Context: an optimization exercise on an open-source flow, tuned for small area. The choices shown serve that exercise and are no tape-out recipe.

==> v2: inputs <==
==> flow/design.v <==
module ov5640_cfg(
    input       [8:0]   a   ,
    output reg  [23:0]  q   
);
always @(*) begin
    case (a)
        9'd0: q = 24'h310311;
        9'd1: q = 24'h300882;
        9'd2: q = 24'h300842;
        9'd3: q = 24'h310303;
        9'd4: q = 24'h3017ff;
        9'd5: q = 24'h3018ff;
        9'd6: q = 24'h30341a;
        9'd7: q = 24'h303713;
        9'd8: q = 24'h310801;
        9'd9: q = 24'h363036;
        9'd10: q = 24'h36310e;
        9'd11: q = 24'h3632e2;
        9'd12: q = 24'h363312;
        9'd13: q = 24'h3621e0;
        9'd14: q = 24'h3704a0;
        9'd15: q = 24'h37035a;
        9'd16: q = 24'h371578;
        9'd17: q = 24'h371701;
        9'd18: q = 24'h370b60;
        9'd19: q = 24'h37051a;
        9'd20: q = 24'h390502;
        9'd21: q = 24'h390610;
        9'd22: q = 24'h39010a;
        9'd23: q = 24'h373112;
        9'd24: q = 24'h360008;
        9'd25: q = 24'h360133;
        9'd26: q = 24'h302d60;
        9'd27: q = 24'h362052;
        9'd28: q = 24'h371b20;
        9'd29: q = 24'h471c50;
        9'd30: q = 24'h3a1343;
        9'd31: q = 24'h3a1800;
        9'd32: q = 24'h3a19f8;
        9'd33: q = 24'h363513;
        9'd34: q = 24'h363603;
        9'd35: q = 24'h363440;
        9'd36: q = 24'h362201;
        9'd37: q = 24'h3c0134;
        9'd38: q = 24'h3c0428;
        9'd39: q = 24'h3c0598;
        9'd40: q = 24'h3c0600;
        9'd41: q = 24'h3c0708;
        9'd42: q = 24'h3c0800;
        9'd43: q = 24'h3c091c;
        9'd44: q = 24'h3c0a9c;
        9'd45: q = 24'h3c0b40;
        9'd46: q = 24'h381000;
        9'd47: q = 24'h381110;
        9'd48: q = 24'h381200;
        9'd49: q = 24'h370864;
        9'd50: q = 24'h400102;
        9'd51: q = 24'h40051a;
        9'd52: q = 24'h300000;
        9'd53: q = 24'h3004ff;
        9'd54: q = 24'h300e58;
        9'd55: q = 24'h302e00;
        9'd56: q = 24'h430061;
        9'd57: q = 24'h501f01;
        9'd58: q = 24'h440e00;
        9'd59: q = 24'h5000a7;
        9'd60: q = 24'h3a0f30;
        9'd61: q = 24'h3a1028;
        9'd62: q = 24'h3a1b30;
        9'd63: q = 24'h3a1e26;
        9'd64: q = 24'h3a1160;
        9'd65: q = 24'h3a1f14;
        9'd66: q = 24'h580023;
        9'd67: q = 24'h580114;
        9'd68: q = 24'h58020f;
        9'd69: q = 24'h58030f;
        9'd70: q = 24'h580412;
        9'd71: q = 24'h580526;
        9'd72: q = 24'h58060c;
        9'd73: q = 24'h580708;
        9'd74: q = 24'h580805;
        9'd75: q = 24'h580905;
        9'd76: q = 24'h580a08;
        9'd77: q = 24'h580b0d;
        9'd78: q = 24'h580c08;
        9'd79: q = 24'h580d03;
        9'd80: q = 24'h580e00;
        9'd81: q = 24'h580f00;
        9'd82: q = 24'h581003;
        9'd83: q = 24'h581109;
        9'd84: q = 24'h581207;
        9'd85: q = 24'h581303;
        9'd86: q = 24'h581400;
        9'd87: q = 24'h581501;
        9'd88: q = 24'h581603;
        9'd89: q = 24'h581708;
        9'd90: q = 24'h58180d;
        9'd91: q = 24'h581908;
        9'd92: q = 24'h581a05;
        9'd93: q = 24'h581b06;
        9'd94: q = 24'h581c08;
        9'd95: q = 24'h581d0e;
        9'd96: q = 24'h581e29;
        9'd97: q = 24'h581f17;
        9'd98: q = 24'h582011;
        9'd99: q = 24'h582111;
        9'd100: q = 24'h582215;
        9'd101: q = 24'h582328;
        9'd102: q = 24'h582446;
        9'd103: q = 24'h582526;
        9'd104: q = 24'h582608;
        9'd105: q = 24'h582726;
        9'd106: q = 24'h582864;
        9'd107: q = 24'h582926;
        9'd108: q = 24'h582a24;
        9'd109: q = 24'h582b22;
        9'd110: q = 24'h582c24;
        9'd111: q = 24'h582d24;
        9'd112: q = 24'h582e06;
        9'd113: q = 24'h582f22;
        9'd114: q = 24'h583040;
        9'd115: q = 24'h583142;
        9'd116: q = 24'h583224;
        9'd117: q = 24'h583326;
        9'd118: q = 24'h583424;
        9'd119: q = 24'h583522;
        9'd120: q = 24'h583622;
        9'd121: q = 24'h583726;
        9'd122: q = 24'h583844;
        9'd123: q = 24'h583924;
        9'd124: q = 24'h583a26;
        9'd125: q = 24'h583b28;
        9'd126: q = 24'h583c42;
        9'd127: q = 24'h583dce;
        9'd128: q = 24'h5180ff;
        9'd129: q = 24'h5181f2;
        9'd130: q = 24'h518200;
        9'd131: q = 24'h518314;
        9'd132: q = 24'h518425;
        9'd133: q = 24'h518524;
        9'd134: q = 24'h518609;
        9'd135: q = 24'h518709;
        9'd136: q = 24'h518809;
        9'd137: q = 24'h518975;
        9'd138: q = 24'h518a54;
        9'd139: q = 24'h518be0;
        9'd140: q = 24'h518cb2;
        9'd141: q = 24'h518d42;
        9'd142: q = 24'h518e3d;
        9'd143: q = 24'h518f56;
        9'd144: q = 24'h519046;
        9'd145: q = 24'h5191f8;
        9'd146: q = 24'h519204;
        9'd147: q = 24'h519370;
        9'd148: q = 24'h5194f0;
        9'd149: q = 24'h5195f0;
        9'd150: q = 24'h519603;
        9'd151: q = 24'h519701;
        9'd152: q = 24'h519804;
        9'd153: q = 24'h519912;
        9'd154: q = 24'h519a04;
        9'd155: q = 24'h519b00;
        9'd156: q = 24'h519c06;
        9'd157: q = 24'h519d82;
        9'd158: q = 24'h519e38;
        9'd159: q = 24'h548001;
        9'd160: q = 24'h548108;
        9'd161: q = 24'h548214;
        9'd162: q = 24'h548328;
        9'd163: q = 24'h548451;
        9'd164: q = 24'h548565;
        9'd165: q = 24'h548671;
        9'd166: q = 24'h54877d;
        9'd167: q = 24'h548887;
        9'd168: q = 24'h548991;
        9'd169: q = 24'h548a9a;
        9'd170: q = 24'h548baa;
        9'd171: q = 24'h548cb8;
        9'd172: q = 24'h548dcd;
        9'd173: q = 24'h548edd;
        9'd174: q = 24'h548fea;
        9'd175: q = 24'h54901d;
        9'd176: q = 24'h53811e;
        9'd177: q = 24'h53825b;
        9'd178: q = 24'h538308;
        9'd179: q = 24'h53840a;
        9'd180: q = 24'h53857e;
        9'd181: q = 24'h538688;
        9'd182: q = 24'h53877c;
        9'd183: q = 24'h53886c;
        9'd184: q = 24'h538910;
        9'd185: q = 24'h538a01;
        9'd186: q = 24'h538b98;
        9'd187: q = 24'h558006;
        9'd188: q = 24'h558340;
        9'd189: q = 24'h558410;
        9'd190: q = 24'h558910;
        9'd191: q = 24'h558a00;
        9'd192: q = 24'h558bf8;
        9'd193: q = 24'h501d40;
        9'd194: q = 24'h530008;
        9'd195: q = 24'h530130;
        9'd196: q = 24'h530210;
        9'd197: q = 24'h530300;
        9'd198: q = 24'h530408;
        9'd199: q = 24'h530530;
        9'd200: q = 24'h530608;
        9'd201: q = 24'h530716;
        9'd202: q = 24'h530908;
        9'd203: q = 24'h530a30;
        9'd204: q = 24'h530b04;
        9'd205: q = 24'h530c06;
        9'd206: q = 24'h502500;
        9'd207: q = 24'h300802;
        9'd208: q = 24'h303511;
        9'd209: q = 24'h303646;
        9'd210: q = 24'h3c0708;
        9'd211: q = 24'h382041;
        9'd212: q = 24'h382107;
        9'd213: q = 24'h381431;
        9'd214: q = 24'h381531;
        9'd215: q = 24'h380000;
        9'd216: q = 24'h380100;
        9'd217: q = 24'h380200;
        9'd218: q = 24'h380304;
        9'd219: q = 24'h38040a;
        9'd220: q = 24'h38053f;
        9'd221: q = 24'h380607;
        9'd222: q = 24'h38079b;
        9'd223: q = 24'h380803;
        9'd224: q = 24'h380920;
        9'd225: q = 24'h380a02;
        9'd226: q = 24'h380b58;
        9'd227: q = 24'h380c07;
        9'd228: q = 24'h380d68;
        9'd229: q = 24'h380e03;
        9'd230: q = 24'h380fd8;
        9'd231: q = 24'h381306;
        9'd232: q = 24'h361800;
        9'd233: q = 24'h361229;
        9'd234: q = 24'h370952;
        9'd235: q = 24'h370c03;
        9'd236: q = 24'h3a0217;
        9'd237: q = 24'h3a0310;
        9'd238: q = 24'h3a1417;
        9'd239: q = 24'h3a1510;
        9'd240: q = 24'h400402;
        9'd241: q = 24'h30021c;
        9'd242: q = 24'h3006c3;
        9'd243: q = 24'h471303;
        9'd244: q = 24'h440704;
        9'd245: q = 24'h460b35;
        9'd246: q = 24'h460c22;
        9'd247: q = 24'h483722;
        9'd248: q = 24'h382402;
        9'd249: q = 24'h5001a3;
        9'd250: q = 24'h350300;
        9'd251: q = 24'h303541;
        9'd252: q = 24'h303669;
        9'd253: q = 24'h3c0707;
        9'd254: q = 24'h382047;
        9'd255: q = 24'h382107;
        9'd256: q = 24'h381431;
        9'd257: q = 24'h381531;
        9'd258: q = 24'h380000;
        9'd259: q = 24'h380100;
        9'd260: q = 24'h380200;
        9'd261: q = 24'h3803fa;
        9'd262: q = 24'h38040a;
        9'd263: q = 24'h38053f;
        9'd264: q = 24'h380606;
        9'd265: q = 24'h3807a9;
        9'd266: q = 24'h380804;
        9'd267: q = 24'h380900;
        9'd268: q = 24'h380a02;
        9'd269: q = 24'h380bd0;
        9'd270: q = 24'h380c07;
        9'd271: q = 24'h380d64;
        9'd272: q = 24'h380e02;
        9'd273: q = 24'h380fe4;
        9'd274: q = 24'h381304;
        9'd275: q = 24'h361800;
        9'd276: q = 24'h361229;
        9'd277: q = 24'h370952;
        9'd278: q = 24'h370c03;
        9'd279: q = 24'h3a0202;
        9'd280: q = 24'h3a03e0;
        9'd281: q = 24'h3a0800;
        9'd282: q = 24'h3a096f;
        9'd283: q = 24'h3a0a00;
        9'd284: q = 24'h3a0b5c;
        9'd285: q = 24'h3a0e06;
        9'd286: q = 24'h3a0d08;
        9'd287: q = 24'h3a1402;
        9'd288: q = 24'h3a15e0;
        9'd289: q = 24'h400402;
        9'd290: q = 24'h30021c;
        9'd291: q = 24'h3006c3;
        9'd292: q = 24'h471303;
        9'd293: q = 24'h440704;
        9'd294: q = 24'h460b37;
        9'd295: q = 24'h460c20;
        9'd296: q = 24'h483716;
        9'd297: q = 24'h382404;
        9'd298: q = 24'h500183;
        9'd299: q = 24'h350300;
        9'd300: q = 24'h301602;
        9'd301: q = 24'h3b070a;
        9'd302: q = 24'h3b0083;
        9'd303: q = 24'h3b0000;
        default: q = 24'hxxxxxx;
    endcase
end
endmodule
`timescale 1ns/1ns
module ov5640_cfg_top(
    input               clk_50M     ,
    input               rst_n       ,
    output              cmos_reset  ,
    output              cmos_pwdn   ,
    output              cmos_sclk   ,
    output              cmos_sdat_o ,
    output              cmos_sdat_oe,
    output              cfg_done    
);
reg     [8:0]   c   ;
reg     [6:0]   t   ;
reg     [8:0]   x   ;
wire            pu   = x[8] & x[7]                  ;    
wire            fin  = x[8] & ~x[7] & x[5] & x[4]   ;    
wire            tick = &c                           ;
always @(posedge clk_50M or negedge rst_n) begin
    if (rst_n == 1'b0) begin
        c   <=  9'd256  ;
        t   <=  7'd12   ;
        x   <=  9'd476  ;
    end else begin
        c   <=  c + 1'd1    ;
        if (tick && !fin) begin
            if (t == 7'd78) begin
                t   <=  7'd0        ;
                x   <=  x + 1'd1    ;
            end else begin
                t   <=  t + 1'd1    ;
            end
        end
    end
end
wire    [24:0]  v = {x, t, c} ;
assign cmos_pwdn  = pu & (v < {9'd483, 7'd45, 9'd224}) ;
assign cmos_reset = ~(pu & (v < {9'd486, 7'd3, 9'd384})) ;
wire    [23:0]  q   ;
ov5640_cfg u_cfg (.a(x), .q(q)) ;
wire            hi  = c[8] ;     
wire    [6:0]   u   = t - 7'd3 ;             
reg             sd  ;
always @(*) begin
    case (u[6:1])
        6'd0 :  sd  =   ~u[0]   ;    
        6'd1 :  sd  =   1'b0    ;    
        6'd2 :  sd  =   1'b1    ;
        6'd3 :  sd  =   1'b1    ;
        6'd4 :  sd  =   1'b1    ;
        6'd5 :  sd  =   1'b1    ;
        6'd6 :  sd  =   1'b0    ;
        6'd7 :  sd  =   1'b0    ;
        6'd8 :  sd  =   1'b0    ;    
        6'd10:  sd  =   q[23]   ;
        6'd11:  sd  =   q[22]   ;
        6'd12:  sd  =   q[21]   ;
        6'd13:  sd  =   q[20]   ;
        6'd14:  sd  =   q[19]   ;
        6'd15:  sd  =   q[18]   ;
        6'd16:  sd  =   q[17]   ;
        6'd17:  sd  =   q[16]   ;
        6'd19:  sd  =   q[15]   ;
        6'd20:  sd  =   q[14]   ;
        6'd21:  sd  =   q[13]   ;
        6'd22:  sd  =   q[12]   ;
        6'd23:  sd  =   q[11]   ;
        6'd24:  sd  =   q[10]   ;
        6'd25:  sd  =   q[ 9]   ;
        6'd26:  sd  =   q[ 8]   ;
        6'd28:  sd  =   q[ 7]   ;
        6'd29:  sd  =   q[ 6]   ;
        6'd30:  sd  =   q[ 5]   ;
        6'd31:  sd  =   q[ 4]   ;
        6'd32:  sd  =   q[ 3]   ;
        6'd33:  sd  =   q[ 2]   ;
        6'd34:  sd  =   q[ 1]   ;
        6'd35:  sd  =   q[ 0]   ;
        6'd37:  sd  =   u[0]    ;    
        default: sd =   1'b1    ;
    endcase
end
wire            act = ~pu & (t >= 7'd3) & (t <= 7'd77) ;
assign cmos_sdat_o  = ~act | sd ;
assign cmos_sdat_oe = pu | ~(t == 7'd21 || t == 7'd22 || t == 7'd39 || t == 7'd40 ||
                             t == 7'd57 || t == 7'd58 || t == 7'd75 || t == 7'd76) ;
assign cmos_sclk    = pu | (hi ? ((t < 7'd4) | (t == 7'd78) | t[0])
                               : ((t < 7'd5) | ~t[0])) ;
assign cfg_done     = fin ;
endmodule
==> flow/run.sh <==
#!/bin/bash
# synth_recipe.tcl (not shown) runs the flow's synth.tcl, then flattens the netlist and writes it again
# the make line also repeats each setting of config.mk as NAME=value (left out here)
make -C /OpenROAD-flow-scripts/flow DESIGN_CONFIG=/design/flow/config.mk WORK_HOME=/design/flow/orfs CLKGATE_MAP_FILE= SYNTH_SCRIPT=/design/flow/synth_recipe.tcl finish
==> flow/config.mk <==
export PLATFORM = sky130hd
export DESIGN_NAME = ov5640_cfg_top
export DESIGN_NICKNAME = ov5640_cfg_top
export VERILOG_FILES = /design/flow/design.v
export SDC_FILE = /design/flow/constraint.sdc
export NUM_CORES = 4
export LEC_CHECK = 0
export CAP_MARGIN = 20
export CORE_MARGIN = 2
export CORE_UTILIZATION = 40
export SLEW_MARGIN = 20
==> flow/constraint.sdc <==
create_clock -name core_clock -period 20.0 [get_ports {clk_50M}]
set_input_delay 4.0000 -clock core_clock [delete_from_list [all_inputs] [get_ports {clk_50M}]]
set_output_delay 4.0000 -clock core_clock [all_outputs]
set_load 0.01 [all_outputs]
==> v4 (differences from v2) <==
- ABC_AREA: default -> 1
- SYNTH_MEMORY_MAX_BITS: default -> 16384
==> v25 (differences from v2) <==
- ABC_AREA: default -> 1
==> flow_summary.toml <==
[route]
dr.pass1.iters = 11

[run_status]
outcome = "timing/DRC/antenna clean"

[layout]
seq_cells = 25
diodes = 4

[critical_path]
worst-setup-path-type = "register to output pin"

[power]
switching_share = 0.201
-- figures above: v4

==> flow_summary.toml <==
[run_status]
outcome = "aborted with a tool error"
stop_stage = "1_2_yosys"
tool.error = "ERROR: TCL interpreter returned an error: Source files actually used in the design:"

[synthesis]
yosys_warnings = 2
-- figures above: v2

==> flow_summary.toml <==
[run_status]
outcome = "aborted with a tool error"
stop_stage = "1_2_yosys"
tool.error = "ERROR: TCL interpreter returned an error: Source files actually used in the design:"

[synthesis]
yosys_warnings = 2
-- figures above: v25

No functional check of the RTL was part of any run of this note.

[afterwards: timing with drivers on the ports]
How much do the figures lean on ideal ports? The routed layout below was timed once more, with nothing changed but the port constraints.
Step 1 (the two cells are an assumption about what drives the block):
set clk [get_ports {clk_50M}]
set_driving_cell -lib_cell sky130_fd_sc_hd__clkbuf_16 $clk
set_driving_cell -lib_cell sky130_fd_sc_hd__buf_2 [delete_from_list [all_inputs] $clk]
Step 2 adds t to the input delays and takes it off the output delays; t is the mean of the earliest and latest rising clock arrival at the registers after step 1. Input paths then give back, and output paths get back, about the clock's delay inside the block.
Three values: ideal ports, drivers, drivers and shift; two values: the first two.
run: v4
shift t [ns]: 0.285
slack for setup (ns): 10.769 / 10.741 / 11.026
worst register clock-pin slew, ns: 0.07 / 0.07
After both steps setup and hold are still met in v4. The setup slack of v4 moves by -0.028 ns with the drivers and by +0.257 ns with both steps.
